Background: an optimization exercise with open tools, aiming at small area. Do not read the settings as production practice. Function was checked by simulation only, so behaviour that the tests miss may differ from the original. No activity file was given, so power comes from the tool's default toggle rates.

==> flow/design.v, too long to show whole: its modules and the start of the top module <==
// module fpga2: 2372 lines
module fpga2(
    input clk,
    input rst,
    input volUP,
    input volDOWN,
    input candy,
    input increase,
    input decrease,
    input open,
    input mute,
    input play,
    input mode,
    output audio_mclk,
    output audio_lrck,
    output audio_sck,
    output audio_sdin,
    output reg IA,
    output IB,
    output reg IIA,
    output IIB,
    output [3:0] DIGIT,
    output [6:0] DISPLAY
);
  // ...
==> flow/flow/run.sh <==
#!/bin/bash
# Own layout flow: the standard synthesis (unchanged), then an area
# re-mapping of its combinational logic with ABC (flip-flops untouched; 12
# randomised deepsyn runs, 4 at a time, the smallest kept and proved
# equivalent to the standard netlist, else the standard netlist is used), then the standard ORFS steps
# from floorplan to finish with 1x port buffers and a clock tree of clkbuf_4
# without dummy loads; placement is not timing-driven (no timing buffers),
# so the synthesis pass-through buffers are removed before it. Each tool's output goes to its own log here.
set -euo pipefail
W=$PWD
R=$W/orfs/results/sky130hd/fpga2/base
YOSYS=$(command -v yosys || echo /OpenROAD-flow-scripts/tools/install/yosys/bin/yosys)
export LIBF=$FLOW_HOME/platforms/sky130hd/lib/sky130_fd_sc_hd__tt_025C_1v80.lib
export FLOW_TOP
DU=""
for c in $(sed -n '/DONT_USE_CELLS += /,/^#/p' $FLOW_HOME/platforms/sky130hd/config.mk | grep -o 'sky130_fd_sc_hd__[a-z0-9_]*'); do DU="$DU -dont_use $c"; done
export DONT_USE_ARGS="$DU"

bash standard.sh synth > log_synth_standard.txt 2>&1
cp $R/1_2_yosys.v $W/synth_standard.v

# deepsyn seeds, 4 at a time (the first ones gave the smallest results for
# this design in trial runs)
SEEDS=(26 25 8 19 20 16 17 18 1 2 3 4)
for B in 0 4 8; do
  for S in ${SEEDS[@]:$B:4}; do
    printf 'strash\n&get -n\n&deepsyn -T 60 -S %s\n&put\ndch\namap\n' $S > $W/area_$S.abc
    ( IN_V=$W/synth_standard.v OUT_V=$W/synth_reopt_$S.v STAT_OUT=$W/reopt_stat_$S.txt \
      ABC_SCRIPT=$W/area_$S.abc ABC_CONSTR=$W/flow/abc.constr \
      timeout 900 $YOSYS -c flow/reopt.tcl > log_reopt_yosys_$S.txt 2>&1 || true ) &
  done
  wait
done

BEST=""; BA=""
for S in ${SEEDS[@]}; do
  [ -s $W/synth_reopt_$S.v ] || continue
  A=$(grep "Chip area for module" $W/reopt_stat_$S.txt | awk '{print $NF}')
  if [ -z "$BA" ] || awk "BEGIN{exit !($A < $BA)}"; then BA=$A; BEST=$S; fi
done
echo "best reopt: $BEST area $BA" > reopt_choice.txt

if [ -n "$BEST" ] && GOLD_V=$W/synth_standard.v GATE_V=$W/synth_reopt_$BEST.v \
     timeout 900 $YOSYS -c flow/equiv.tcl > log_equiv_yosys.txt 2>&1; then
  echo "equivalence proved; using re-mapped netlist $BEST" >> reopt_choice.txt
  cp $W/synth_reopt_$BEST.v $R/1_2_yosys.v
  rm -f $R/1_synth.odb $R/1_synth.sdc
else
  echo "no proved re-mapped netlist; using the standard netlist" >> reopt_choice.txt
fi

bash standard.sh finish \
  "PRE_GLOBAL_PLACE_TCL=$W/flow/pre_gpl.tcl" \
  "BUFFER_PORTS_ARGS=-buffer_cell sky130_fd_sc_hd__buf_1" \
  "CTS_ARGS=-sink_clustering_enable -repair_clock_nets -dont_use_dummy_load -buf_list sky130_fd_sc_hd__clkbuf_4" \
  > log_orfs_finish.txt 2>&1
==> flow/flow/abc.constr <==
set_driving_cell sky130_fd_sc_hd__buf_1
set_load 5
==> flow/flow/equiv.tcl <==
# Proves the re-mapped netlist equivalent to the standard synthesis netlist
# (registers matched by name; induction over the matched registers).
set lib $::env(LIBF)
yosys read_verilog $::env(GOLD_V)
yosys rename $::env(FLOW_TOP) gold
yosys read_verilog $::env(GATE_V)
yosys rename $::env(FLOW_TOP) gate
yosys read_liberty -ignore_miss_func $lib
yosys hierarchy -check
yosys flatten
yosys async2sync
yosys opt_clean
yosys equiv_make gold gate equiv
yosys hierarchy -top equiv
yosys equiv_simple -undef
yosys equiv_induct -undef
yosys equiv_status -assert
==> flow/flow/pre_gpl.tcl <==
# Before global placement: remove the synthesis buffers (the pass-through
# buffers the netlist writer needs), as the standard flow does when its
# placement is timing-driven.
remove_buffers
==> flow/flow/reopt.tcl <==
# Re-maps the combinational logic of the standard synthesis netlist for area
# (ABC with an area-oriented script). Flip-flops (names and cell types) and
# tie cells are kept exactly as the standard synthesis made them.
set lib $::env(LIBF)
yosys read_liberty -ignore_miss_func $lib
yosys read_verilog $::env(IN_V)
yosys hierarchy -top $::env(FLOW_TOP)
yosys blackbox sky130_fd_sc_hd__df* sky130_fd_sc_hd__edf* sky130_fd_sc_hd__conb_1
yosys flatten
yosys opt -purge
yosys abc -liberty $lib {*}$::env(DONT_USE_ARGS) -script $::env(ABC_SCRIPT) -constr $::env(ABC_CONSTR) -D 150000
yosys read_liberty -lib -overwrite -ignore_miss_func $lib
yosys opt_clean -purge
yosys splitnets
yosys opt_clean -purge
yosys hilomap -singleton -hicell sky130_fd_sc_hd__conb_1 HI -locell sky130_fd_sc_hd__conb_1 LO
yosys insbuf -buf sky130_fd_sc_hd__buf_4 A X
yosys tee -o $::env(STAT_OUT) stat -liberty $lib
yosys check -assert -mapped
yosys write_verilog -noattr -nohex -nodec $::env(OUT_V)
==> flow/standard.sh <==
#!/bin/bash
# synth_recipe.tcl (not shown) runs the flow's synth.tcl, then flattens the netlist and writes it again
# the make line also repeats each setting of config.mk as NAME=value (left out here)
make -C /OpenROAD-flow-scripts/flow DESIGN_CONFIG=/design/flow/config.mk WORK_HOME=/design/flow/orfs CLKGATE_MAP_FILE= SYNTH_SCRIPT=/design/flow/synth_recipe.tcl "${@:-finish}"
==> flow/config.mk <==
export PLATFORM = sky130hd
export DESIGN_NAME = fpga2
export DESIGN_NICKNAME = fpga2
export VERILOG_FILES = /design/flow/design.v
export SDC_FILE = /design/flow/constraint.sdc
export NUM_CORES = 4
export LEC_CHECK = 0
export ABC_AREA = 1
export CAP_MARGIN = 20
export CORE_MARGIN = 2
export CORE_UTILIZATION = 55
export GPL_TIMING_DRIVEN = 0
export SLEW_MARGIN = 20
export SYNTH_MEMORY_MAX_BITS = 65536
==> flow/constraint.sdc <==
create_clock -name core_clock -period 150.0 [get_ports {clk}]
set_input_delay 30.0000 -clock core_clock [delete_from_list [all_inputs] [get_ports {clk}]]
set_output_delay 30.0000 -clock core_clock [all_outputs]
set_load 0.01 [all_outputs]
==> run notes, run 1 <==
Clock network:
- The count of buffers added by post-CTS timing repair for setup is 0.
- The CTS H-tree depth is 4.
- Clock-pin slew was measured on the worst setup and hold paths at 90 ps.
- The number of hold buffers added after cts is 0.

Route:
- The remaining antenna violation count is 0.

Global routing:
- For this run, global-route usage on met1 was measured as 0.3223.
- The initial antenna violation count is 0.
- The first-pass GRT wire length is 21.13 mm.

Worst setup path:
- In this design, the largest share of critical-path delay is due to compound AO/OA/AOI/OAI gates.
- The largest individual stage delay along the critical path comes from the cell sky130_fd_sc_hd__a2111oi_1.
- The launching element of the worst setup path is candy.
- Counting cells, the worst reg-to-reg path comes to 22.
- The worst setup path is captured at a flip-flop.
- At the worst endpoint, the required time is 150410 ps.
- The largest single stage delay on the critical path is 790 ps.

Layout:
- Counting the fill cells in the layout gives 953.
- Non-clock buffers in the final layout number 25.
- The final net count is 795.
- The share of the core filled with cells is 0.5871.
- The finished layout holds 918 standard cells, fillers aside.
- The number of flip-flops in the largest register is 24.

Timing:
- Setup repair after global routing left no endpoint under its margin.
- The total count of hold-check failures in the final report is 0.

Floorplanning:
- For this configuration, the core starts out at a cell density of 0.5570.
- The floorplan step defined a die boundary enclosing 11140 µm².

Pwr:
- The power density over cell area is 14.16 nW/µm².

Status:
- The run finished with no timing, DRC or antenna violations.

Place:
- At the placement stage, the worst setup path has a slack of 115250 ps.
==> run 2, diff against run 1 <==
--- a/flow/design.v
+++ b/flow/design.v
@@ -274,80 +274,80 @@
             10'd56: romL = 4'd0;
             10'd57: romL = 4'd0;
             10'd58: romL = 4'd0;
             10'd59: romL = 4'd0;
             10'd60: romL = 4'd0;
             10'd61: romL = 4'd0;
             10'd62: romL = 4'd0;
             10'd63: romL = 4'd0;
-            10'd64: romL = 4'd6;
-            10'd65: romL = 4'd6;
-            10'd66: romL = 4'd6;
-            10'd67: romL = 4'd6;
-            10'd68: romL = 4'd6;
-            10'd69: romL = 4'd6;
-            10'd70: romL = 4'd6;
-            10'd71: romL = 4'd6;
-            10'd72: romL = 4'd6;
-            10'd73: romL = 4'd6;
-            10'd74: romL = 4'd6;
-            10'd75: romL = 4'd6;
-            10'd76: romL = 4'd6;
-            10'd77: romL = 4'd6;
-            10'd78: romL = 4'd6;
-            10'd79: romL = 4'd6;
-            10'd80: romL = 4'd6;
-            10'd81: romL = 4'd6;
-            10'd82: romL = 4'd6;
-            10'd83: romL = 4'd6;
-            10'd84: romL = 4'd6;
-            10'd85: romL = 4'd6;
-            10'd86: romL = 4'd6;
-            10'd87: romL = 4'd6;
-            10'd88: romL = 4'd6;
-            10'd89: romL = 4'd6;
-            10'd90: romL = 4'd6;
-            10'd91: romL = 4'd6;
-            10'd92: romL = 4'd6;
-            10'd93: romL = 4'd6;
-            10'd94: romL = 4'd6;
-            10'd95: romL = 4'd6;
-            10'd96: romL = 4'd4;
-            10'd97: romL = 4'd4;
-            10'd98: romL = 4'd4;
-            10'd99: romL = 4'd4;
-            10'd100: romL = 4'd4;
-            10'd101: romL = 4'd4;
-            10'd102: romL = 4'd4;
-            10'd103: romL = 4'd4;
-            10'd104: romL = 4'd4;
-            10'd105: romL = 4'd4;
-            10'd106: romL = 4'd4;
-            10'd107: romL = 4'd4;
-            10'd108: romL = 4'd4;
-            10'd109: romL = 4'd4;
-            10'd110: romL = 4'd4;
-            10'd111: romL = 4'd4;
-            10'd112: romL = 4'd4;
-            10'd113: romL = 4'd4;
-            10'd114: romL = 4'd4;
-            10'd115: romL = 4'd4;
-            10'd116: romL = 4'd4;
-            10'd117: romL = 4'd4;
-            10'd118: romL = 4'd4;
-            10'd119: romL = 4'd4;
-            10'd120: romL = 4'd4;
-            10'd121: romL = 4'd4;
-            10'd122: romL = 4'd4;
-            10'd123: romL = 4'd4;
-            10'd124: romL = 4'd4;
-            10'd125: romL = 4'd4;
-            10'd126: romL = 4'd4;
-            10'd127: romL = 4'd4;
+            10'd64: romL = 4'd4;
+            10'd65: romL = 4'd4;
+            10'd66: romL = 4'd4;
+            10'd67: romL = 4'd4;
+            10'd68: romL = 4'd4;
+            10'd69: romL = 4'd4;
+            10'd70: romL = 4'd4;
+            10'd71: romL = 4'd4;
+            10'd72: romL = 4'd4;
+            10'd73: romL = 4'd4;
+            10'd74: romL = 4'd4;
+            10'd75: romL = 4'd4;
+            10'd76: romL = 4'd4;
+            10'd77: romL = 4'd4;
+            10'd78: romL = 4'd4;
+            10'd79: romL = 4'd4;
+            10'd80: romL = 4'd4;
+            10'd81: romL = 4'd4;
+            10'd82: romL = 4'd4;
+            10'd83: romL = 4'd4;
+            10'd84: romL = 4'd4;
+            10'd85: romL = 4'd4;
+            10'd86: romL = 4'd4;
+            10'd87: romL = 4'd4;
+            10'd88: romL = 4'd4;
+            10'd89: romL = 4'd4;
+            10'd90: romL = 4'd4;
+            10'd91: romL = 4'd4;
+            10'd92: romL = 4'd4;
+            10'd93: romL = 4'd4;
+            10'd94: romL = 4'd4;
+            10'd95: romL = 4'd4;
+            10'd96: romL = 4'd7;
+            10'd97: romL = 4'd7;
+            10'd98: romL = 4'd7;
+            10'd99: romL = 4'd7;
+            10'd100: romL = 4'd7;
+            10'd101: romL = 4'd7;
+            10'd102: romL = 4'd7;
+            10'd103: romL = 4'd7;
+            10'd104: romL = 4'd7;
+            10'd105: romL = 4'd7;
+            10'd106: romL = 4'd7;
+            10'd107: romL = 4'd7;
+            10'd108: romL = 4'd7;
+            10'd109: romL = 4'd7;
+            10'd110: romL = 4'd7;
+            10'd111: romL = 4'd7;
+            10'd112: romL = 4'd7;
+            10'd113: romL = 4'd7;
+            10'd114: romL = 4'd7;
+            10'd115: romL = 4'd7;
+            10'd116: romL = 4'd7;
+            10'd117: romL = 4'd7;
+            10'd118: romL = 4'd7;
+            10'd119: romL = 4'd7;
+            10'd120: romL = 4'd7;
+            10'd121: romL = 4'd7;
+            10'd122: romL = 4'd7;
+            10'd123: romL = 4'd7;
+            10'd124: romL = 4'd7;
+            10'd125: romL = 4'd7;
+            10'd126: romL = 4'd7;
+            10'd127: romL = 4'd7;
             10'd128: romL = 4'd10;
             10'd129: romL = 4'd10;
             10'd130: romL = 4'd10;
             10'd131: romL = 4'd10;
             10'd132: romL = 4'd10;
             10'd133: romL = 4'd10;
             10'd134: romL = 4'd10;
             10'd135: romL = 4'd10;
@@ -402,80 +402,80 @@
             10'd184: romL = 4'd0;
             10'd185: romL = 4'd0;
             10'd186: romL = 4'd0;
             10'd187: romL = 4'd0;
             10'd188: romL = 4'd0;
             10'd189: romL = 4'd0;
             10'd190: romL = 4'd0;
             10'd191: romL = 4'd0;
-            10'd192: romL = 4'd6;
-            10'd193: romL = 4'd6;
-            10'd194: romL = 4'd6;
-            10'd195: romL = 4'd6;
-            10'd196: romL = 4'd6;
-            10'd197: romL = 4'd6;
-            10'd198: romL = 4'd6;
-            10'd199: romL = 4'd6;
-            10'd200: romL = 4'd6;
-            10'd201: romL = 4'd6;
-            10'd202: romL = 4'd6;
-            10'd203: romL = 4'd6;
-            10'd204: romL = 4'd6;
-            10'd205: romL = 4'd6;
-            10'd206: romL = 4'd6;
-            10'd207: romL = 4'd6;
-            10'd208: romL = 4'd6;
-            10'd209: romL = 4'd6;
-            10'd210: romL = 4'd6;
-            10'd211: romL = 4'd6;
-            10'd212: romL = 4'd6;
-            10'd213: romL = 4'd6;
-            10'd214: romL = 4'd6;
-            10'd215: romL = 4'd6;
-            10'd216: romL = 4'd6;
-            10'd217: romL = 4'd6;
-            10'd218: romL = 4'd6;
-            10'd219: romL = 4'd6;
-            10'd220: romL = 4'd6;
-            10'd221: romL = 4'd6;
-            10'd222: romL = 4'd6;
-            10'd223: romL = 4'd6;
-            10'd224: romL = 4'd4;
-            10'd225: romL = 4'd4;
-            10'd226: romL = 4'd4;
-            10'd227: romL = 4'd4;
-            10'd228: romL = 4'd4;
-            10'd229: romL = 4'd4;
-            10'd230: romL = 4'd4;
-            10'd231: romL = 4'd4;
-            10'd232: romL = 4'd4;
-            10'd233: romL = 4'd4;
-            10'd234: romL = 4'd4;
-            10'd235: romL = 4'd4;
-            10'd236: romL = 4'd4;
-            10'd237: romL = 4'd4;
-            10'd238: romL = 4'd4;
-            10'd239: romL = 4'd4;
-            10'd240: romL = 4'd4;
-            10'd241: romL = 4'd4;
-            10'd242: romL = 4'd4;
-            10'd243: romL = 4'd4;
-            10'd244: romL = 4'd4;
-            10'd245: romL = 4'd4;
-            10'd246: romL = 4'd4;
-            10'd247: romL = 4'd4;
-            10'd248: romL = 4'd4;
-            10'd249: romL = 4'd4;
-            10'd250: romL = 4'd4;
-            10'd251: romL = 4'd4;
-            10'd252: romL = 4'd4;
-            10'd253: romL = 4'd4;
-            10'd254: romL = 4'd4;
-            10'd255: romL = 4'd4;
+            10'd192: romL = 4'd4;
+            10'd193: romL = 4'd4;
+            10'd194: romL = 4'd4;
+            10'd195: romL = 4'd4;
+            10'd196: romL = 4'd4;
+            10'd197: romL = 4'd4;
+            10'd198: romL = 4'd4;
+            10'd199: romL = 4'd4;
+            10'd200: romL = 4'd4;
+            10'd201: romL = 4'd4;
+            10'd202: romL = 4'd4;
+            10'd203: romL = 4'd4;
+            10'd204: romL = 4'd4;
+            10'd205: romL = 4'd4;
+            10'd206: romL = 4'd4;
+            10'd207: romL = 4'd4;
+            10'd208: romL = 4'd4;
+            10'd209: romL = 4'd4;
+            10'd210: romL = 4'd4;
+            10'd211: romL = 4'd4;
+            10'd212: romL = 4'd4;
+            10'd213: romL = 4'd4;
+            10'd214: romL = 4'd4;
+            10'd215: romL = 4'd4;
+            10'd216: romL = 4'd4;
+            10'd217: romL = 4'd4;
+            10'd218: romL = 4'd4;
+            10'd219: romL = 4'd4;
+            10'd220: romL = 4'd4;
+            10'd221: romL = 4'd4;
+            10'd222: romL = 4'd4;
+            10'd223: romL = 4'd4;
+            10'd224: romL = 4'd7;
+            10'd225: romL = 4'd7;
+            10'd226: romL = 4'd7;
+            10'd227: romL = 4'd7;
+            10'd228: romL = 4'd7;
+            10'd229: romL = 4'd7;
+            10'd230: romL = 4'd7;
+            10'd231: romL = 4'd7;
+            10'd232: romL = 4'd7;
+            10'd233: romL = 4'd7;
+            10'd234: romL = 4'd7;
+            10'd235: romL = 4'd7;
+            10'd236: romL = 4'd7;
+            10'd237: romL = 4'd7;
+            10'd238: romL = 4'd7;
+            10'd239: romL = 4'd7;
+            10'd240: romL = 4'd7;
+            10'd241: romL = 4'd7;
+            10'd242: romL = 4'd7;
+            10'd243: romL = 4'd7;
+            10'd244: romL = 4'd7;
+            10'd245: romL = 4'd7;
+            10'd246: romL = 4'd7;
+            10'd247: romL = 4'd7;
+            10'd248: romL = 4'd7;
+            10'd249: romL = 4'd7;
+            10'd250: romL = 4'd7;
+            10'd251: romL = 4'd7;
+            10'd252: romL = 4'd7;
+            10'd253: romL = 4'd7;
+            10'd254: romL = 4'd7;
+            10'd255: romL = 4'd7;
             10'd256: romL = 4'd10;
             10'd257: romL = 4'd10;
             10'd258: romL = 4'd10;
             10'd259: romL = 4'd10;
             10'd260: romL = 4'd10;
             10'd261: romL = 4'd10;
             10'd262: romL = 4'd10;
             10'd263: romL = 4'd10;
@@ -530,79 +530,79 @@
             10'd312: romL = 4'd0;
             10'd313: romL = 4'd0;
             10'd314: romL = 4'd0;
             10'd315: romL = 4'd0;
             10'd316: romL = 4'd0;
             10'd317: romL = 4'd0;
             10'd318: romL = 4'd0;
             10'd319: romL = 4'd0;
-            10'd320: romL = 4'd6;
-            10'd321: romL = 4'd6;
-            10'd322: romL = 4'd6;
-            10'd323: romL = 4'd6;
-            10'd324: romL = 4'd6;
-            10'd325: romL = 4'd6;
-            10'd326: romL = 4'd6;
-            10'd327: romL = 4'd6;
-            10'd328: romL = 4'd6;
-            10'd329: romL = 4'd6;
-            10'd330: romL = 4'd6;
-            10'd331: romL = 4'd6;
-            10'd332: romL = 4'd6;
-            10'd333: romL = 4'd6;
-            10'd334: romL = 4'd6;
+            10'd320: romL = 4'd4;
+            10'd321: romL = 4'd4;
+            10'd322: romL = 4'd4;
+            10'd323: romL = 4'd4;
+            10'd324: romL = 4'd4;
+            10'd325: romL = 4'd4;
+            10'd326: romL = 4'd4;
+            10'd327: romL = 4'd4;
+            10'd328: romL = 4'd4;
+            10'd329: romL = 4'd4;
+            10'd330: romL = 4'd4;
+            10'd331: romL = 4'd4;
+            10'd332: romL = 4'd4;
+            10'd333: romL = 4'd4;
+            10'd334: romL = 4'd4;
             10'd335: romL = 4'd8;
-            10'd336: romL = 4'd6;
-            10'd337: romL = 4'd6;
-            10'd338: romL = 4'd6;
-            10'd339: romL = 4'd6;
-            10'd340: romL = 4'd6;
-            10'd341: romL = 4'd6;
-            10'd342: romL = 4'd6;
-            10'd343: romL = 4'd6;
-            10'd344: romL = 4'd6;
-            10'd345: romL = 4'd6;
-            10'd346: romL = 4'd6;
-            10'd347: romL = 4'd6;
-            10'd348: romL = 4'd6;
-            10'd349: romL = 4'd6;
-            10'd350: romL = 4'd6;
+            10'd336: romL = 4'd4;
+            10'd337: romL = 4'd4;
+            10'd338: romL = 4'd4;
+            10'd339: romL = 4'd4;
+            10'd340: romL = 4'd4;
+            10'd341: romL = 4'd4;
+            10'd342: romL = 4'd4;
+            10'd343: romL = 4'd4;
+            10'd344: romL = 4'd4;
+            10'd345: romL = 4'd4;
+            10'd346: romL = 4'd4;
+            10'd347: romL = 4'd4;
+            10'd348: romL = 4'd4;
+            10'd349: romL = 4'd4;
+            10'd350: romL = 4'd4;
             10'd351: romL = 4'd8;
-            10'd352: romL = 4'd4;
-            10'd353: romL = 4'd4;
-            10'd354: romL = 4'd4;
-            10'd355: romL = 4'd4;
-            10'd356: romL = 4'd4;
-            10'd357: romL = 4'd4;
-            10'd358: romL = 4'd4;
-            10'd359: romL = 4'd4;
-            10'd360: romL = 4'd4;
-            10'd361: romL = 4'd4;
-            10'd362: romL = 4'd4;
-            10'd363: romL = 4'd4;
-            10'd364: romL = 4'd4;
-            10'd365: romL = 4'd4;
-            10'd366: romL = 4'd4;
+            10'd352: romL = 4'd7;
+            10'd353: romL = 4'd7;
+            10'd354: romL = 4'd7;
+            10'd355: romL = 4'd7;
+            10'd356: romL = 4'd7;
+            10'd357: romL = 4'd7;
+            10'd358: romL = 4'd7;
+            10'd359: romL = 4'd7;
+            10'd360: romL = 4'd7;
+            10'd361: romL = 4'd7;
+            10'd362: romL = 4'd7;
+            10'd363: romL = 4'd7;
+            10'd364: romL = 4'd7;
+            10'd365: romL = 4'd7;
+            10'd366: romL = 4'd7;
             10'd367: romL = 4'd8;
-            10'd368: romL = 4'd4;
-            10'd369: romL = 4'd4;
-            10'd370: romL = 4'd4;
-            10'd371: romL = 4'd4;
-            10'd372: romL = 4'd4;
-            10'd373: romL = 4'd4;
-            10'd374: romL = 4'd4;
-            10'd375: romL = 4'd4;
-            10'd376: romL = 4'd4;
-            10'd377: romL = 4'd4;
-            10'd378: romL = 4'd4;
-            10'd379: romL = 4'd4;
-            10'd380: romL = 4'd4;
-            10'd381: romL = 4'd4;
-            10'd382: romL = 4'd4;
+            10'd368: romL = 4'd7;
+            10'd369: romL = 4'd7;
+            10'd370: romL = 4'd7;
+            10'd371: romL = 4'd7;
+            10'd372: romL = 4'd7;
+            10'd373: romL = 4'd7;
+            10'd374: romL = 4'd7;
+            10'd375: romL = 4'd7;
+            10'd376: romL = 4'd7;
+            10'd377: romL = 4'd7;
+            10'd378: romL = 4'd7;
+            10'd379: romL = 4'd7;
+            10'd380: romL = 4'd7;
+            10'd381: romL = 4'd7;
+            10'd382: romL = 4'd7;
             10'd383: romL = 4'd8;
             10'd384: romL = 4'd10;
             10'd385: romL = 4'd10;
             10'd386: romL = 4'd10;
             10'd387: romL = 4'd10;
             10'd388: romL = 4'd10;
             10'd389: romL = 4'd10;
             10'd390: romL = 4'd10;
@@ -658,63 +658,63 @@
             10'd440: romL = 4'd0;
             10'd441: romL = 4'd0;
             10'd442: romL = 4'd0;
             10'd443: romL = 4'd0;
             10'd444: romL = 4'd0;
             10'd445: romL = 4'd0;
             10'd446: romL = 4'd0;
             10'd447: romL = 4'd8;
-            10'd448: romL = 4'd6;
-            10'd449: romL = 4'd6;
-            10'd450: romL = 4'd6;
-            10'd451: romL = 4'd6;
-            10'd452: romL = 4'd6;
-            10'd453: romL = 4'd6;
-            10'd454: romL = 4'd6;
-            10'd455: romL = 4'd6;
-            10'd456: romL = 4'd6;
-            10'd457: romL = 4'd6;
-            10'd458: romL = 4'd6;
-            10'd459: romL = 4'd6;
-            10'd460: romL = 4'd6;
-            10'd461: romL = 4'd6;
-            10'd462: romL = 4'd6;
+            10'd448: romL = 4'd4;
+            10'd449: romL = 4'd4;
+            10'd450: romL = 4'd4;
+            10'd451: romL = 4'd4;
+            10'd452: romL = 4'd4;
+            10'd453: romL = 4'd4;
+            10'd454: romL = 4'd4;
+            10'd455: romL = 4'd4;
+            10'd456: romL = 4'd4;
+            10'd457: romL = 4'd4;
+            10'd458: romL = 4'd4;
+            10'd459: romL = 4'd4;
+            10'd460: romL = 4'd4;
+            10'd461: romL = 4'd4;
+            10'd462: romL = 4'd4;
             10'd463: romL = 4'd8;
-            10'd464: romL = 4'd6;
-            10'd465: romL = 4'd6;
-            10'd466: romL = 4'd6;
-            10'd467: romL = 4'd6;
-            10'd468: romL = 4'd6;
-            10'd469: romL = 4'd6;
-            10'd470: romL = 4'd6;
-            10'd471: romL = 4'd6;
-            10'd472: romL = 4'd6;
-            10'd473: romL = 4'd6;
-            10'd474: romL = 4'd6;
-            10'd475: romL = 4'd6;
-            10'd476: romL = 4'd6;
-            10'd477: romL = 4'd6;
-            10'd478: romL = 4'd6;
-            10'd479: romL = 4'd6;
-            10'd480: romL = 4'd4;
-            10'd481: romL = 4'd4;
-            10'd482: romL = 4'd4;
-            10'd483: romL = 4'd4;
-            10'd484: romL = 4'd4;
-            10'd485: romL = 4'd4;
-            10'd486: romL = 4'd4;
-            10'd487: romL = 4'd4;
-            10'd488: romL = 4'd4;
-            10'd489: romL = 4'd4;
-            10'd490: romL = 4'd4;
-            10'd491: romL = 4'd4;
-            10'd492: romL = 4'd4;
-            10'd493: romL = 4'd4;
-            10'd494: romL = 4'd4;
+            10'd464: romL = 4'd4;
+            10'd465: romL = 4'd4;
+            10'd466: romL = 4'd4;
+            10'd467: romL = 4'd4;
+            10'd468: romL = 4'd4;
+            10'd469: romL = 4'd4;
+            10'd470: romL = 4'd4;
+            10'd471: romL = 4'd4;
+            10'd472: romL = 4'd4;
+            10'd473: romL = 4'd4;
+            10'd474: romL = 4'd4;
+            10'd475: romL = 4'd4;
+            10'd476: romL = 4'd4;
+            10'd477: romL = 4'd4;
+            10'd478: romL = 4'd4;
+            10'd479: romL = 4'd4;
+            10'd480: romL = 4'd7;
+            10'd481: romL = 4'd7;
+            10'd482: romL = 4'd7;
+            10'd483: romL = 4'd7;
+            10'd484: romL = 4'd7;
+            10'd485: romL = 4'd7;
+            10'd486: romL = 4'd7;
+            10'd487: romL = 4'd7;
+            10'd488: romL = 4'd7;
+            10'd489: romL = 4'd7;
+            10'd490: romL = 4'd7;
+            10'd491: romL = 4'd7;
+            10'd492: romL = 4'd7;
+            10'd493: romL = 4'd7;
+            10'd494: romL = 4'd7;
             10'd495: romL = 4'd8;
             10'd496: romL = 4'd15;
             10'd497: romL = 4'd15;
             10'd498: romL = 4'd15;
             10'd499: romL = 4'd15;
             10'd500: romL = 4'd15;
             10'd501: romL = 4'd15;
             10'd502: romL = 4'd15;
@@ -734,68 +734,68 @@
             10'd516: romL = 4'd10;
             10'd517: romL = 4'd10;
             10'd518: romL = 4'd10;
             10'd519: romL = 4'd10;
             10'd520: romL = 4'd10;
             10'd521: romL = 4'd10;
             10'd522: romL = 4'd10;
             10'd523: romL = 4'd10;
-            10'd524: romL = 4'd13;
-            10'd525: romL = 4'd13;
-            10'd526: romL = 4'd13;
-            10'd527: romL = 4'd13;
+            10'd524: romL = 4'd14;
+            10'd525: romL = 4'd14;
+            10'd526: romL = 4'd14;
+            10'd527: romL = 4'd14;
             10'd528: romL = 4'd5;
             10'd529: romL = 4'd5;
             10'd530: romL = 4'd5;
             10'd531: romL = 4'd5;
             10'd532: romL = 4'd5;
             10'd533: romL = 4'd5;
             10'd534: romL = 4'd5;
             10'd535: romL = 4'd5;
             10'd536: romL = 4'd5;
             10'd537: romL = 4'd5;
             10'd538: romL = 4'd5;
             10'd539: romL = 4'd5;
-            10'd540: romL = 4'd13;
-            10'd541: romL = 4'd13;
-            10'd542: romL = 4'd13;
-            10'd543: romL = 4'd13;
+            10'd540: romL = 4'd14;
+            10'd541: romL = 4'd14;
+            10'd542: romL = 4'd14;
+            10'd543: romL = 4'd14;
             10'd544: romL = 4'd10;
             10'd545: romL = 4'd10;
             10'd546: romL = 4'd10;
             10'd547: romL = 4'd10;
             10'd548: romL = 4'd10;
             10'd549: romL = 4'd10;
             10'd550: romL = 4'd10;
             10'd551: romL = 4'd10;
             10'd552: romL = 4'd10;
             10'd553: romL = 4'd10;
             10'd554: romL = 4'd10;
             10'd555: romL = 4'd10;
-            10'd556: romL = 4'd13;
-            10'd557: romL = 4'd13;
-            10'd558: romL = 4'd13;
-            10'd559: romL = 4'd13;
+            10'd556: romL = 4'd14;
+            10'd557: romL = 4'd14;
+            10'd558: romL = 4'd14;
+            10'd559: romL = 4'd14;
             10'd560: romL = 4'd5;
             10'd561: romL = 4'd5;
             10'd562: romL = 4'd5;
             10'd563: romL = 4'd5;
             10'd564: romL = 4'd5;
             10'd565: romL = 4'd5;
             10'd566: romL = 4'd5;
             10'd567: romL = 4'd5;
             10'd568: romL = 4'd5;
             10'd569: romL = 4'd5;
             10'd570: romL = 4'd5;
             10'd571: romL = 4'd5;
-            10'd572: romL = 4'd13;
-            10'd573: romL = 4'd13;
-            10'd574: romL = 4'd13;
-            10'd575: romL = 4'd13;
+            10'd572: romL = 4'd14;
+            10'd573: romL = 4'd14;
+            10'd574: romL = 4'd14;
+            10'd575: romL = 4'd14;
             10'd576: romL = 4'd15;
             10'd577: romL = 4'd15;
             10'd578: romL = 4'd15;
             10'd579: romL = 4'd15;
             10'd580: romL = 4'd15;
             10'd581: romL = 4'd15;
             10'd582: romL = 4'd15;
             10'd583: romL = 4'd15;
@@ -990,68 +990,68 @@
             10'd772: romL = 4'd10;
             10'd773: romL = 4'd10;
             10'd774: romL = 4'd10;
             10'd775: romL = 4'd10;
             10'd776: romL = 4'd10;
             10'd777: romL = 4'd10;
             10'd778: romL = 4'd10;
             10'd779: romL = 4'd10;
-            10'd780: romL = 4'd13;
-            10'd781: romL = 4'd13;
-            10'd782: romL = 4'd13;
-            10'd783: romL = 4'd13;
+            10'd780: romL = 4'd14;
+            10'd781: romL = 4'd14;
+            10'd782: romL = 4'd14;
+            10'd783: romL = 4'd14;
             10'd784: romL = 4'd5;
             10'd785: romL = 4'd5;
             10'd786: romL = 4'd5;
             10'd787: romL = 4'd5;
             10'd788: romL = 4'd5;
             10'd789: romL = 4'd5;
             10'd790: romL = 4'd5;
             10'd791: romL = 4'd5;
             10'd792: romL = 4'd5;
             10'd793: romL = 4'd5;
             10'd794: romL = 4'd5;
             10'd795: romL = 4'd5;
-            10'd796: romL = 4'd13;
-            10'd797: romL = 4'd13;
-            10'd798: romL = 4'd13;
-            10'd799: romL = 4'd13;
+            10'd796: romL = 4'd14;
+            10'd797: romL = 4'd14;
+            10'd798: romL = 4'd14;
+            10'd799: romL = 4'd14;
             10'd800: romL = 4'd10;
             10'd801: romL = 4'd10;
             10'd802: romL = 4'd10;
             10'd803: romL = 4'd10;
             10'd804: romL = 4'd10;
             10'd805: romL = 4'd10;
             10'd806: romL = 4'd10;
             10'd807: romL = 4'd10;
             10'd808: romL = 4'd10;
             10'd809: romL = 4'd10;
             10'd810: romL = 4'd10;
             10'd811: romL = 4'd10;
-            10'd812: romL = 4'd13;
-            10'd813: romL = 4'd13;
-            10'd814: romL = 4'd13;
-            10'd815: romL = 4'd13;
+            10'd812: romL = 4'd14;
+            10'd813: romL = 4'd14;
+            10'd814: romL = 4'd14;
+            10'd815: romL = 4'd14;
             10'd816: romL = 4'd5;
             10'd817: romL = 4'd5;
             10'd818: romL = 4'd5;
             10'd819: romL = 4'd5;
             10'd820: romL = 4'd5;
             10'd821: romL = 4'd5;
             10'd822: romL = 4'd5;
             10'd823: romL = 4'd5;
             10'd824: romL = 4'd5;
             10'd825: romL = 4'd5;
             10'd826: romL = 4'd5;
             10'd827: romL = 4'd5;
-            10'd828: romL = 4'd13;
-            10'd829: romL = 4'd13;
-            10'd830: romL = 4'd13;
-            10'd831: romL = 4'd13;
+            10'd828: romL = 4'd14;
+            10'd829: romL = 4'd14;
+            10'd830: romL = 4'd14;
+            10'd831: romL = 4'd14;
             10'd832: romL = 4'd15;
             10'd833: romL = 4'd15;
             10'd834: romL = 4'd15;
             10'd835: romL = 4'd15;
             10'd836: romL = 4'd15;
             10'd837: romL = 4'd15;
             10'd838: romL = 4'd15;
             10'd839: romL = 4'd15;
@@ -2274,23 +2274,23 @@
     wire [3:0] idxL = play ? romL : 4'd8;
     wire [3:0] idxR = play ? romR : 4'd11;
     reg [13:0] imgL, imgR;
     always @(*) begin
         case (idxL)
             4'd0: imgL = 14'h2911;  
             4'd1: imgL = 14'h1cb0;  
             4'd2: imgL = 14'h1db0;  
-            4'd4: imgL = 14'h2c4f;  
+            4'd4: imgL = 14'h0cce;  
             4'd5: imgL = 14'h0c18;  
-            4'd6: imgL = 14'h0cce;  
+            4'd7: imgL = 14'h2c4f;  
             4'd8: imgL = 14'h0e84;  
             4'd9: imgL = 14'h1ff7;  
             4'd10: imgL = 14'h29b4;  
-            4'd13: imgL = 14'h25e4;  
+            4'd14: imgL = 14'h25e4;  
             4'd15: imgL = 14'h2d90;  
             default: imgL = 14'h0e84;
         endcase
     end
     always @(*) begin
         case (idxR)
             4'd0: imgR = 14'h3515;  
             4'd1: imgR = 14'h1340;  
--- a/flow/flow/run.sh
+++ b/flow/flow/run.sh
@@ -14,31 +14,28 @@
 export FLOW_TOP
 DU=""
 for c in $(sed -n '/DONT_USE_CELLS += /,/^#/p' $FLOW_HOME/platforms/sky130hd/config.mk | grep -o 'sky130_fd_sc_hd__[a-z0-9_]*'); do DU="$DU -dont_use $c"; done
 export DONT_USE_ARGS="$DU"
 
 bash standard.sh synth > log_synth_standard.txt 2>&1
 cp $R/1_2_yosys.v $W/synth_standard.v
 
-# deepsyn seeds, 4 at a time (the first ones gave the smallest results for
-# this design in trial runs)
-SEEDS=(26 25 8 19 20 16 17 18 1 2 3 4)
 for B in 0 4 8; do
-  for S in ${SEEDS[@]:$B:4}; do
+  for S in $((B+1)) $((B+2)) $((B+3)) $((B+4)); do
     printf 'strash\n&get -n\n&deepsyn -T 60 -S %s\n&put\ndch\namap\n' $S > $W/area_$S.abc
     ( IN_V=$W/synth_standard.v OUT_V=$W/synth_reopt_$S.v STAT_OUT=$W/reopt_stat_$S.txt \
       ABC_SCRIPT=$W/area_$S.abc ABC_CONSTR=$W/flow/abc.constr \
       timeout 900 $YOSYS -c flow/reopt.tcl > log_reopt_yosys_$S.txt 2>&1 || true ) &
   done
   wait
 done
 
 BEST=""; BA=""
-for S in ${SEEDS[@]}; do
+for S in 1 2 3 4 5 6 7 8 9 10 11 12; do
   [ -s $W/synth_reopt_$S.v ] || continue
   A=$(grep "Chip area for module" $W/reopt_stat_$S.txt | awk '{print $NF}')
   if [ -z "$BA" ] || awk "BEGIN{exit !($A < $BA)}"; then BA=$A; BEST=$S; fi
 done
 echo "best reopt: $BEST area $BA" > reopt_choice.txt
 
 if [ -n "$BEST" ] && GOLD_V=$W/synth_standard.v GATE_V=$W/synth_reopt_$BEST.v \
      timeout 900 $YOSYS -c flow/equiv.tcl > log_equiv_yosys.txt 2>&1; then
==> run 2 against run 1 <==
Still clean on timing, DRC and antenna. Via count increased by 2.7%. Critical path depth increased by 3. Final cell count increased by 1.3%. Wire length increased by 2.2%. Hold slack got worse by 12 ps. Largest power group unchanged.
==> run notes, run 2 <==
Status:
- The flow ran to the end and the layout has no timing, DRC or antenna violations.

Pwr:
- The share of total power in sequential cells is 0.553.
- The net switching power figure is 0.02983 mW.
- The proportion of total power due to net switching is 0.3548.
- The power density over cell area is 13.92 nW/µm² (-1.6%).
- The maximum vdd drop is 0.009362 mV.
- Cell internal power was estimated by the tool at 0.05424 mW.
- The design draws 0.08408 mW.
- The share of total power in the clock network is 0.174.
- The leakage power is 2.079 nW.
- The part of the power in combinational logic is 0.273.

Place:
- The count of input and output buffers is 25.
- In this run, placement finished with an instance count of 913.
- At the end of routability-driven placement, the weighted congestion stood at 0.9669.
- Once detailed placement completed, the half-perimeter wirelength came to 9.310 mm.

Layout:
- The final net count came to 807 (+1.5%).
- In the layout the commonest cells are 160 x sky130_fd_sc_hd__nor2_1, 106 x sky130_fd_sc_hd__clkinv_1, 98 x sky130_fd_sc_hd__dfxtp_1, 60 x sky130_fd_sc_hd__nand2_1, 51 x sky130_fd_sc_hd__o21ai_0.
- The share of post-route cells with drive strength above 1 is 0.02141.
- The library cell used most frequently in the layout, excluding fill and tap cells, is sky130_fd_sc_hd__nor2_1.
- The number of standard cells in the layout, taps in and fillers out is 930 (+1.3%).
- count holds more flip-flops than any other register.
- The number of diodes is 0.
- The growth of design area from synthesis to finish is 5.417%.
- The number of flip-flops in the largest register is 24 (unchanged).

Worst setup path:
- The required time of the critical path is 150390 ps (-20 ps).
- The critical path in this run is classified as input pin to flip-flop.
- The worst setup path is launched from an input pin.
- In this run the register-to-register setup slack is 144310 ps.
- The signal on the critical path passes through buf_1 > clkinv_1 > nor2_1 > clkinv_1 > o21ai_0 > o21ai_0 > nand2_1 > clkinv_1 > nor2_1 > o21ai_0 > a2111oi_0 > o2111ai_1 > or4_1 > a211oi_1 > clkinv_1 > a2111oi_1 > buf_1 > nor2_1 > clkinv_1 > nor2b_1.
- The maximum cell stage delay along the critical path is 690 ps (-100 ps).
- The critical path ends at cntL[12].
- In this run the critical register-to-register path is captured at cntR[6].
- The sort of element at the end of the critical path is a flip-flop.
- The startpoint of the lowest-slack register-to-register path is ibeat[6].
- The most critical setup path has its startpoint at candy.
- The cell with the largest stage delay on the worst path is sky130_fd_sc_hd__a2111oi_1.
- The cell repeated most along the worst path is sky130_fd_sc_hd__clkinv_1.
- The logic depth of the worst register-to-register path is 22 (unchanged).
- The arrival time of the worst setup path is 34640 ps.
- The peak fanout along the critical path is 11.

Timing:
- Setup repair after global routing left no endpoint under its margin.
- The worst setup skew after layout is 31.16 ps.
- The slew at the pin closest to its max-slew limit is 1001 ps.
- The total of endpoints with negative setup slack in the final report is 0.
- The total count of hold-check failures in the final report is 0 (unchanged).
- Subtracting the final worst setup slack from the clock period gives 34250 ps.
- The number of pins with negative max-slew slack in the final report is 0.
- The worst slew margin relative to its limit is 0.3258.
- The setup TNS is 0 ps.
- The final period utilization is 0.2283.
- The highest clock rate is 29.20 MHz.

Floorplanning:
- The standard cell core area is 10230 µm².
- The width of the chip is 106.1 µm.
- The full die area is 11250 µm² (+0.93%).
- The number of ports placed on the die boundary is 30.
- The starting utilization of the core area is 0.5599 (+0.002861).
- The initialized floorplan defines 37 standard-cell rows.
- The vertical extent of the die is 106.1 µm.

Global routing:
- Global routing finished with a remaining overflow of 0.
- In the global route stage, overall resource usage came out at 0.2406.
- Entering global routing, the biggest net connects 28 pins.
- The initial antenna violation count came to 0 (unchanged).
- The number of global-route vias before repair is 4835.
- The first-pass GRT wire length is 21.79 mm (+3.1%).

Route:
- The via density per instance is 5.741.
- The total number of vias is 5339.
- The number of detailed-routing iterations run before antenna repair is 7.
- In this run, the number of DRC markers left after iteration 0 of detailed routing was 364.
- The count of unresolved DRC violations after routing is 0.
- After detailed routing, the total wire length is 12.55 mm.
- Dividing the detail-routed wire length by the instance count gives 13.50 µm.
- The remaining antenna violation count is 0 (unchanged).

Run:
- Across the run, the number of max-cap violations was 0.

Clock network:
- The root cell of the clock tree is sky130_fd_sc_hd__clkbuf_4.
- The number of hold buffers added after cts is 0 (unchanged).
- The clock drives 118 sinks.
- The clock reaches the later pin of the worst-skew pair after 520 ps.
- The number of gates resized after CTS was 0.
- The count of buffers added by post-CTS timing repair for setup came to 0 (unchanged).
- The maximum buffer depth of the clock tree is 2.
- TritonCTS built the clock tree.
- The clock transition at the registers of the reported paths is 100 ps (about the same).
- The CTS H-tree depth came to 4 (unchanged).
- The number of buffers added by the clock tree synthesis step is 17.

Yosys:
- The post-synthesis instance total is 762.
- The Yosys warning count is 1.
- In this run the cell area of the synthesized design comes to 5728 µm².
- The per-instance average area after synthesis is 7.517 µm².

Min path:
- The kind of path behind the tightest hold check is flip-flop to flip-flop.
-- run 2: cell type report --
class,count,area (µm²)
inverters,106,397.9
well taps,136,170.2
clock buffers,17,127.6
repair buffers,26,97.59
fillers,945,4193
flip-flops and latches,118,2502
multi-input cells,527,2743
-- run 2: per-stage QoR --
step	hold WS, ps	cell area (µm²)	utilization	setup WS (ps)
5_1_grt	463.4	6038	0.5902	115450
6_report	437.4	6038	0.5902	115750
3_5_place_dp	425.8	5911	0.5777	115300
4_1_cts	446.7	6038	0.5902	115850
2_1_floorplan	327.8	5732	-	116400
3_3_place_gp	415.8	5906	0.5772	114870
-- run 2: power groups by stage --
stage	logic [mW]	registers, mW	clock network (mW)
floorplan	0.0188	0.0454	0
detailed placement	0.0227	0.0472	0
CTS	0.0229	0.0464	0.0154
global route	0.0264	0.0477	0.0166
global placement	0.0219	0.0470	0
finish	0.0229	0.0465	0.0146
-- run 2: routing by layer --
metal	routed length (µm)	vias up	track usage	share of wire
met5	0	-	0	0
met3	727	20	0.06070	0.058
li1	-	2752	-	-
met2	5661	179	0.3894	0.45
met4	181	0	0.08083	0.014
met1	5984	2388	0.3154	0.48
-- run 2: how the worst min path moves through the flow --
| stage | startpoint | cells past startpoint | endpoint |
|---|---|---|---|
| after floorplan | rst_pulse | 1 | IA |
| after global placement | cnt[0] | 1 | cnt[0] |
| after detailed placement | cnt[0] | 1 | cnt[0] |
| after CTS | dn_s[1] | 1 | dn_s[0] |
| after global routing | c_clk | 0 | s_posR |
| final | dn_s[1] | 1 | dn_s[0] |
-- run 2: worst max-delay path: cells and delay by family --
| kind | cells | cell delay, ps |
|---|---|---|
| simple gates | 6 | 1230 |
| buf+inv | 7 | 1530 |
| compound gates | 7 | 1870 |

==> afterwards: timing with drivers on the ports <==
Ports are ideal in the flow. The routed layouts listed here were re-timed in OpenROAD. Step 1 sets driving cells, clkbuf_16 on the clock port and buf_2 on the other inputs (assumed; they add their load-dependent delay and slew). Step 2 moves the port delays by t, midway between the first and last clock arrival at a register: inputs arrive t later, outputs are due t later. That takes back most of the time a late clock gives input paths. Slacks: ideal ports / drivers / drivers and shift; pairs: ideal ports / drivers.
run | t (ns) | slack for setup (ns) | clock arrival spread, ns | slew at the worst register clock pin (ns) | worst slew at a driven data input, ns
run 1 | 0.531 | 115.665 / 115.677 / 115.146 | 0.049 / 0.048 | 0.11 / 0.11 | 0.03
run 2 | 0.536 | 115.750 / 115.736 / 115.200 | 0.031 / 0.031 | 0.10 / 0.10 | 0.04
After both steps setup and hold are still met in every run listed. The setup slack of run 2, which loses most, moves by -0.014 ns with the drivers and by -0.550 ns with both steps.
